This is an optimization exercise on Yosys and OpenROAD, whose aim is small area, a short achievable clock period and few clock cycles per item, not a production implementation.
At most, simulation tests tie the RTL to the original design; equivalence was not proved.
Power figures rest on the tool's default switching activity, not on a simulated workload.

== job 7972 ==
==> flow/design.v <==
`timescale 1ns/1ps
module ma_core_ema(clk, in_valid, seeded, in_price, out_avg);
  parameter ALPHA_SH = 4;
  localparam W = 32 + ALPHA_SH;
  input clk;
  input in_valid;
  input seeded;
  input  [31:0] in_price;
  output [31:0] out_avg;
  reg [31:0] out_avg;
  wire [W-1:0] x_ext = {{ALPHA_SH{in_price[31]}}, in_price};
  wire [W-1:0] a_ext = {{ALPHA_SH{out_avg[31]}}, out_avg};
  wire [W-1:0] t;
  generate
    if (ALPHA_SH == 1) begin : g_two
      assign t = x_ext + a_ext;
    end else begin : g_csa
      wire [W-1:0] p = {out_avg, {ALPHA_SH{1'b0}}};
      wire [W-1:0] n = ~a_ext;
      wire [W-1:0] s = x_ext ^ p ^ n;
      wire [W-1:0] c = (x_ext & p) | (x_ext & n) | (p & n);
      assign t = s + {c[W-2:0], 1'b1};
    end
  endgenerate
  always @(posedge clk)
    if (in_valid)
      out_avg <= seeded ? t[W-1:ALPHA_SH] : in_price;
endmodule
`timescale 1ns/1ps
module tick_pipeline(
  clk, rst, in_valid, in_price, out_valid, out_signal, fast_dbg, slow_dbg
);
  parameter FAST_ALPHA_SH = 1;
  parameter SLOW_ALPHA_SH = 6;
  input clk;
  input rst;
  input in_valid;
  input  [31:0] in_price;
  output        out_valid;
  output [1:0]  out_signal;
  output [31:0] fast_dbg;
  output [31:0] slow_dbg;
  wire accept = in_valid & ~rst;
  reg seeded;
  reg out_valid_r;
  reg [1:0] signal_r;
  wire [31:0] fast_avg, slow_avg;
  ma_core_ema #(.ALPHA_SH(FAST_ALPHA_SH)) u_fast (
    .clk(clk), .in_valid(accept), .seeded(seeded),
    .in_price(in_price), .out_avg(fast_avg)
  );
  ma_core_ema #(.ALPHA_SH(SLOW_ALPHA_SH)) u_slow (
    .clk(clk), .in_valid(accept), .seeded(seeded),
    .in_price(in_price), .out_avg(slow_avg)
  );
  always @(posedge clk) begin
    out_valid_r <= accept;
    seeded      <= ~rst & (seeded | in_valid);
    if (!seeded)
      signal_r <= 2'b00;
    else if (fast_avg > slow_avg)
      signal_r <= 2'b01;
    else if (fast_avg < slow_avg)
      signal_r <= 2'b11;
    else
      signal_r <= 2'b00;
  end
  assign out_valid  = out_valid_r;
  assign out_signal = signal_r;
  assign fast_dbg   = fast_avg;
  assign slow_dbg   = slow_avg;
endmodule
export LEC_CHECK = 0
export ABC_CLOCK_PERIOD_IN_PS = 3500
export CAP_MARGIN = 20
export CORE_MARGIN = 2
export CORE_UTILIZATION = 40
export SETUP_SLACK_MARGIN = 1.5
export SLEW_MARGIN = 20
create_clock -name core_clock -period 5.5 [get_ports {clk}]
standard.sh (not shown) runs the stock make flow with config.mk's settings and CLKGATE_MAP_FILE= SYNTH_SCRIPT=/design/flow/synth_recipe.tcl, a recipe that flattens the netlist after the stock synthesis.
==> flow/flow/run.sh <==
#!/bin/bash
set -euo pipefail
bash standard.sh "BUFFER_PORTS_ARGS=-buffer_cell sky130_fd_sc_hd__buf_2" finish > flow.log 2>&1
Testbench counts of job 7972, summed over its fixed seeds: cycles 32,008, items 32,000.
Here is what was changed in the inputs of job 8434 compared with job 7972.
==> flow/design.v <==
`timescale 1ns/1ps
module ma_core_ema(clk, upd, ld, in_price, out_avg);
  parameter ALPHA_SH = 4;
  localparam W = 32 + ALPHA_SH;
  input clk;
  input upd;                
  input ld;                 
  input  [31:0] in_price;
  output [31:0] out_avg;
  reg [31:0] out_avg;
  wire [W-1:0] x_ext = {{ALPHA_SH{in_price[31]}}, in_price};
  wire [W-1:0] x_shl = {in_price, {ALPHA_SH{1'b0}}};
  wire [W-1:0] a_ext = {{ALPHA_SH{out_avg[31]}}, out_avg};
  wire [W-1:0] a_shl = {out_avg, {ALPHA_SH{1'b0}}};
  wire [W-1:0] t;
  wire [W-1:0] opx = ({W{upd}} & x_ext) | ({W{ld}} & x_shl);
  generate
    if (ALPHA_SH == 1) begin : g_two
      wire [W-1:0] opa = ({W{upd}} & a_ext) | ({W{~upd & ~ld}} & a_shl);
      assign t = opx + opa;
    end else begin : g_csa
      wire [W-1:0] p = {W{~ld}} & a_shl;
      wire [W-1:0] n = {W{upd}} & ~a_ext;
      wire [W-1:0] s = opx ^ p ^ n;
      wire [W-1:0] c = (opx & p) | (opx & n) | (p & n);
      assign t = s + {c[W-2:0], upd};
    end
  endgenerate
  always @(posedge clk)
    out_avg <= t[W-1:ALPHA_SH];
endmodule
`timescale 1ns/1ps
module tick_pipeline(
  clk, rst, in_valid, in_price, out_valid, out_signal, fast_dbg, slow_dbg
);
  parameter FAST_ALPHA_SH = 1;
  parameter SLOW_ALPHA_SH = 6;
  input clk;
  input rst;
  input in_valid;
  input  [31:0] in_price;
  output        out_valid;
  output [1:0]  out_signal;
  output [31:0] fast_dbg;
  output [31:0] slow_dbg;
  reg seeded;
  wire accept   = in_valid & ~rst;
  wire tick_upd = accept & seeded;
  wire tick_ld  = accept & ~seeded;
  wire [31:0] tick_x = in_price;
  always @(posedge clk)
    seeded <= ~rst & (seeded | in_valid);
  reg out_valid_r;
  reg [1:0] signal_r;
  wire [31:0] fast_avg, slow_avg;
  ma_core_ema #(.ALPHA_SH(FAST_ALPHA_SH)) u_fast (
    .clk(clk), .upd(tick_upd), .ld(tick_ld),
    .in_price(tick_x), .out_avg(fast_avg)
  );
  ma_core_ema #(.ALPHA_SH(SLOW_ALPHA_SH)) u_slow (
    .clk(clk), .upd(tick_upd), .ld(tick_ld),
    .in_price(tick_x), .out_avg(slow_avg)
  );
  always @(posedge clk) begin
    out_valid_r <= (tick_upd | tick_ld) & ~rst;
    if (!tick_upd)
      signal_r <= 2'b00;
    else if (fast_avg > slow_avg)
      signal_r <= 2'b01;
    else if (fast_avg < slow_avg)
      signal_r <= 2'b11;
    else
      signal_r <= 2'b00;
  end
  assign out_valid  = out_valid_r;
  assign out_signal = signal_r;
  assign fast_dbg   = fast_avg;
  assign slow_dbg   = slow_avg;
endmodule
--- outcome ---
- Looking only at wire length on met1, and setting everything else aside, the lower value of job 8434 and job 7972 goes to job 7972.
- Between job 8434 and job 7972, the first-pass GRT wire length is higher for job 8434.
- [job 8434 vs job 7972] core utilization: higher in job 8434
- When job 8434 is set beside job 7972, its cell count after synthesis turns out to be 75 larger.
- The initial standard-cell utilization of the core of job 7972 and that of job 8434 are within noise of each other.
- For the endpoint required time on the critical path, job 8434 came in 200 ps higher than job 7972 did.
- Changes observed in job 8434 relative to job 7972: initial antenna violation count was more or less identical, synthesized area went down by about 4%.
- For net count reported at finish, dividing the value from job 7972 by the value from job 8434 gives 0.935.
- | final-layout clock-cell area share | job 8434 vs job 7972 | ≈ equal |
- Total CTS buffers: job 7972 vs job 8434 identical
- Job 8434 vs. job 7972: post-route clock period utilization increased by 0.77 points relative to the old numbers; switching power has increased.
The RTL of job 8434 was laid out without a check of its function.

==> separate check: timing with driven ports <==
How much do the figures lean on ideal ports? The routed layouts below were timed once more, with nothing changed but the port constraints. Step 1 sets driving cells, clkbuf_16 on the clock port and buf_2 on the other inputs (assumed; they add their load-dependent delay and slew). Step 2 also shifts input and output timing later by t, the mid clock arrival at the registers, as if the neighbouring blocks saw the same clock. Three values: ideal, step 1, step 2; two values: the first two.
run	t (ns)	slack for setup (ns)	pins driven straight from the clock port
job 7972	0.390	1.615 / 1.628 / 1.238	1
job 8434	0.389	1.572 / 1.576 / 1.187	1
After both steps setup and hold are still met in every run listed. For job 8434, which loses most, drivers alone change the setup slack by +0.004 ns; drivers and shift together by -0.385 ns.
